Source: an optimization exercise on an open RTL-to-GDS flow (aim: small area and a short achievable clock period). Production flows keep margins and buffers that such runs may drop.
Only simulation tests tie the RTL to the original design; equivalence was not proved.
Power and IR drop assume default switching activity.

== v21 ==
==> flow/design.v (excerpt) <==
module cic_decim
  (
    input             clk_i,
    input             rst_i,
    input             en_i,
    input      [15:0] data_i,
    output     [15:0] data_o,
    input             act_i,
    input             act_out_i,
    output            val_o
  );
Size: roughly 7,500 cells after synthesis, about 0.059 mm2 of cells after synthesis.
Settings: LEC_CHECK=0, CAP_MARGIN=20, CORE_MARGIN=2, CORE_UTILIZATION=55, CTS_CLUSTER_DIAMETER=100, CTS_CLUSTER_SIZE=30, SETUP_SLACK_MARGIN=1.5, SLEW_MARGIN=20; clock period 4.0 ns.
standard.sh (not shown) runs the stock make flow with config.mk's settings and CLKGATE_MAP_FILE= SYNTH_SCRIPT=/design/flow/synth_recipe.tcl, a recipe that flattens the netlist after the stock synthesis.
==> flow/flow/run.sh <==
#!/bin/bash
# The standard layout (standard.sh), except that synthesis maps the logic with
# ABC under a delay target (flow/abc_map.script) instead of ORFS's default ABC
# script.  Everything else in synthesis is the standard script
# (synth_recipe.tcl: synth -nofsm -noshare, flatten, renames), so the registers
# are the standard synthesis's.
set -euo pipefail
here=$(pwd)
export MY_ABC_SCRIPT=$here/flow/abc_map.script

# ORFS's synth.tcl with only the abc call's script changed (and its -D dropped)
sed 's|log_cmd abc {\*}\$abc_args$|set abc_args [lreplace $abc_args 1 1 $::env(MY_ABC_SCRIPT)]; set di [lsearch $abc_args -D]; if {$di >= 0} { set abc_args [lreplace $abc_args $di [expr {$di+1}]] }; log_cmd abc {*}$abc_args|' \
  "$FLOW_HOME/scripts/synth.tcl" > my_orfs_synth.tcl
grep -q MY_ABC_SCRIPT my_orfs_synth.tcl

# The standard flow's synthesis script, sourcing the changed synth.tcl
sed "s|source \$::env(SCRIPTS_DIR)/synth.tcl|source $here/my_orfs_synth.tcl|" synth_recipe.tcl > my_synth.tcl
grep -q my_orfs_synth.tcl my_synth.tcl

# The standard layout, with that synthesis script
sed "s|SYNTH_SCRIPT=[^ ]*|SYNTH_SCRIPT=$here/my_synth.tcl|" standard.sh > my_standard.sh
grep -q my_synth.tcl my_standard.sh

bash my_standard.sh > make.log 2>&1
==> flow/flow/abc_map.script <==
strash
dch -f
map -D 1200
topo
buffer -p
upsize -D 1200
dnsize -D 1200
stime -p
--- input diff v21..v13 ---
- clearing CTS_CLUSTER_SIZE, which used to be 30
- swapping 55 for 40 in CORE_UTILIZATION
- clearing CTS_CLUSTER_DIAMETER, which used to be 100
==> flow/flow/abc_map.script <==
strash
dch -f
map -D 1400
topo
buffer -p
upsize -D 1400
dnsize -D 1400
stime -p
==> results.txt <==
- Termination of the worst setup path: dout[8]$_SDFFE_PP0P_ -> v13, dout[11]$_SDFFE_PP0P_ -> v21
- v13 reports a higher post-synthesis to final-layout area growth than v21 does.
- The final reports for v13 and v21 show clock-pin transition on the worst setup and hold timing paths lower in the former.
- v13 has gate count of the mapped netlist below what v21 had.
- On v13: area of the die is 34% higher than what v21 gave.
- Number of nets in the layout of v13 falls short of that of v21 slightly.
- v13: flow completed, timing, DRC and antenna clean
- Going from v21 to v13, initial core utilization shrinks by 15 points.
- Worst hold margin was lower in v13 than in v21.
- [compare] base=v21 new=v13: part of the cycle the worst path needs now larger; DRC violation total after the first TritonRoute iteration now smaller; sequential cell area comparable; design area now larger.
Inputs modified between v13 and v10:
- a change of SETUP_SLACK_MARGIN from 1.5 to 1.9
==> flow/flow/abc_map.script <==
strash
dch -f
map -D 1200
topo
buffer -p
upsize -D 1200
dnsize -D 1200
stime -p
==> comparison <==
v10 finished all stages; the layout is clean.
Slowest cell on the critical path = sky130_fd_sc_hd__dfxtp_1: v10; slowest cell on the critical path = sky130_fd_sc_hd__dfxtp_2: v13
Compared with v13, v10 is hungrier on power.
Clock-pin slew of the registers on the worst-case setup and hold paths of v13 is on par with v10.
Maximum clock rate (v10 / v13): 1.14
In the tables for v10 and v13, area added between synthesis and finish reads lower with v13.
v10 reports a higher cell leakage power than v13 does.
The average routed wire per standard cell of v10 is higher than that of v13.
Routed wire length of v10 exceeds that of v13 by a little under 10%.
For number of vias after detailed routing, dividing the value from v10 by the value from v13 gives 1.07.
The inputs of v24 differ from those of v10 as listed below.
- a change of SETUP_SLACK_MARGIN from 1.9 to 1.0
[summary]
Between v24 and v10, the design area is lower for v24. Diff v24 and v10: count of clock-buffer cells in the layout higher in v10. v24: combinational fraction of design power 5.1 points below v10. When v24 is measured against v10, its share of final layout cell area taken by clock buffers and inverters turns out 0.44 points higher. Sort v24 and v10 by proportion of final cell area spent on non-clock buffers, ascending, and v24 comes first. The switching part of the total power reported for v24 is smaller than that of v10 by 0.79 points.
Relative to v24, the following input files were edited for v30:
- putting CTS_CLUSTER_SIZE at 30 where nothing was set
- putting CTS_CLUSTER_DIAMETER at 100 where nothing was set
- swapping 1.0 for 1.5 in SETUP_SLACK_MARGIN
--- a/flow/flow/run.sh
+++ b/flow/flow/run.sh
@@ -2,7 +2,8 @@
 # The standard layout (standard.sh), except that synthesis maps the logic with
 # ABC under a delay target (flow/abc_map.script) instead of ORFS's default ABC
-# script.  Everything else in synthesis is the standard script
-# (synth_recipe.tcl: synth -nofsm -noshare, flatten, renames), so the registers
-# are the standard synthesis's.
+# script, and leaves the adders to ABC too (no full/half-adder cell extraction).
+# Everything else in synthesis is the standard script (synth_recipe.tcl:
+# synth -nofsm -noshare, flatten, renames), so the registers are the standard
+# synthesis's.
 set -euo pipefail
 here=$(pwd)
@@ -11,6 +12,9 @@
 # ORFS's synth.tcl with only the abc call's script changed (and its -D dropped)
 sed 's|log_cmd abc {\*}\$abc_args$|set abc_args [lreplace $abc_args 1 1 $::env(MY_ABC_SCRIPT)]; set di [lsearch $abc_args -D]; if {$di >= 0} { set abc_args [lreplace $abc_args $di [expr {$di+1}]] }; log_cmd abc {*}$abc_args|' \
-  "$FLOW_HOME/scripts/synth.tcl" > my_orfs_synth.tcl
+  "$FLOW_HOME/scripts/synth.tcl" > my_orfs_synth0.tcl
+# leave the adders' logic to ABC as well: no full/half-adder cell extraction
+sed 's/^  extract_fa {\*}\[dont_use_extract_fa_args\]$/  # extract_fa skipped/' my_orfs_synth0.tcl > my_orfs_synth.tcl
 grep -q MY_ABC_SCRIPT my_orfs_synth.tcl
+grep -q "extract_fa skipped" my_orfs_synth.tcl
 
 # The standard flow's synthesis script, sourcing the changed synth.tcl
==> flow/flow/abc_map.script <==
strash
dch -f
map -D 1800
topo
buffer -p
upsize -D 1800
dnsize -D 1800
stime -p
==> comparison <==
NOTE: clock-buffer cell count in v30 falls short of that of v24
v30 finished every step from synthesis to the final layout, and the layout passed the timing, DRC and antenna checks.
Compared with v24, final HPWL from detailed placement in v30 increased slightly.
The run with more routed wire is v30, not v24.
Relative to v24, first-pass GRT wire length has gone up in v30.
### v30 -> v37
- CTS_CLUSTER_SIZE no longer set, was 30
- CTS_CLUSTER_DIAMETER no longer set, was 100
==> flow/flow/run.sh <==
#!/bin/bash
# The standard layout (standard.sh), except that synthesis maps the logic with
# ABC under a delay target (flow/abc_map.script) instead of ORFS's default ABC
# script.  Everything else in synthesis is the standard script
# (synth_recipe.tcl: synth -nofsm -noshare, flatten, renames), so the registers
# are the standard synthesis's.
set -euo pipefail
here=$(pwd)
export MY_ABC_SCRIPT=$here/flow/abc_map.script

# ORFS's synth.tcl with only the abc call's script changed (and its -D dropped)
sed 's|log_cmd abc {\*}\$abc_args$|set abc_args [lreplace $abc_args 1 1 $::env(MY_ABC_SCRIPT)]; set di [lsearch $abc_args -D]; if {$di >= 0} { set abc_args [lreplace $abc_args $di [expr {$di+1}]] }; log_cmd abc {*}$abc_args|' \
  "$FLOW_HOME/scripts/synth.tcl" > my_orfs_synth.tcl
grep -q MY_ABC_SCRIPT my_orfs_synth.tcl

# The standard flow's synthesis script, sourcing the changed synth.tcl
sed "s|source \$::env(SCRIPTS_DIR)/synth.tcl|source $here/my_orfs_synth.tcl|" synth_recipe.tcl > my_synth.tcl
grep -q my_orfs_synth.tcl my_synth.tcl

# The standard layout, with that synthesis script
sed "s|SYNTH_SCRIPT=[^ ]*|SYNTH_SCRIPT=$here/my_synth.tcl|" standard.sh > my_standard.sh
grep -q my_synth.tcl my_standard.sh

bash my_standard.sh > make.log 2>&1
==> flow/flow/abc_map.script <==
strash
dch -f
map -D 1000
topo
buffer -p
upsize -D 1000
dnsize -D 1000
stime -p
Findings:
What v37 reported for total power has to be multiplied by 0.837 to get the figure for v30. Changes observed in v37 relative to v30: clock input transition at the sequential cells of the worst setup and hold paths saw a decrease; synthesized area saw an increase; first-pass GRT wire length saw an increase; clock network power share saw an increase. For v37, the termination of the worst setup path was data_o[10], unlike v30, where it was dout[9]$_SDFFE_PP0P_.

## afterwards: timing with drivers on the ports
How much do the figures lean on ideal ports? The routed layouts below were timed once more, with nothing changed but the port constraints. Step 1, drivers: a clkbuf_16 drives clk_i and a buf_2 each remaining input, both assumed. Step 2 moves the port delays by t, midway between the first and last clock arrival at a register: inputs arrive t later, outputs are due t later. That takes back most of the time a late clock gives input paths. Slacks: ideal / step 1 / step 2; pairs: ideal / step 1.
run | t (ns) | slack for setup (ns) | slew at the worst register clock pin (ns)
v21 | 0.746 | 1.523 / 1.488 / 0.943 | 0.12 / 0.12
v13 | 0.788 | 1.339 / 1.339 / 0.870 | 0.07 / 0.07
v10 | 0.810 | 1.660 / 1.660 / 1.023 | 0.07 / 0.07
v24 | 0.790 | 1.151 / 1.151 / 0.725 | 0.06 / 0.06
v30 | 0.751 | 1.179 / 1.179 / 0.935 | 0.12 / 0.12
v37 | 0.816 | 1.571 / 1.502 / 0.833 | 0.07 / 0.07
After both steps setup and hold are still met in every run listed. For v37, which loses most, drivers alone change the setup slack by -0.069 ns; drivers and shift together by -0.738 ns.
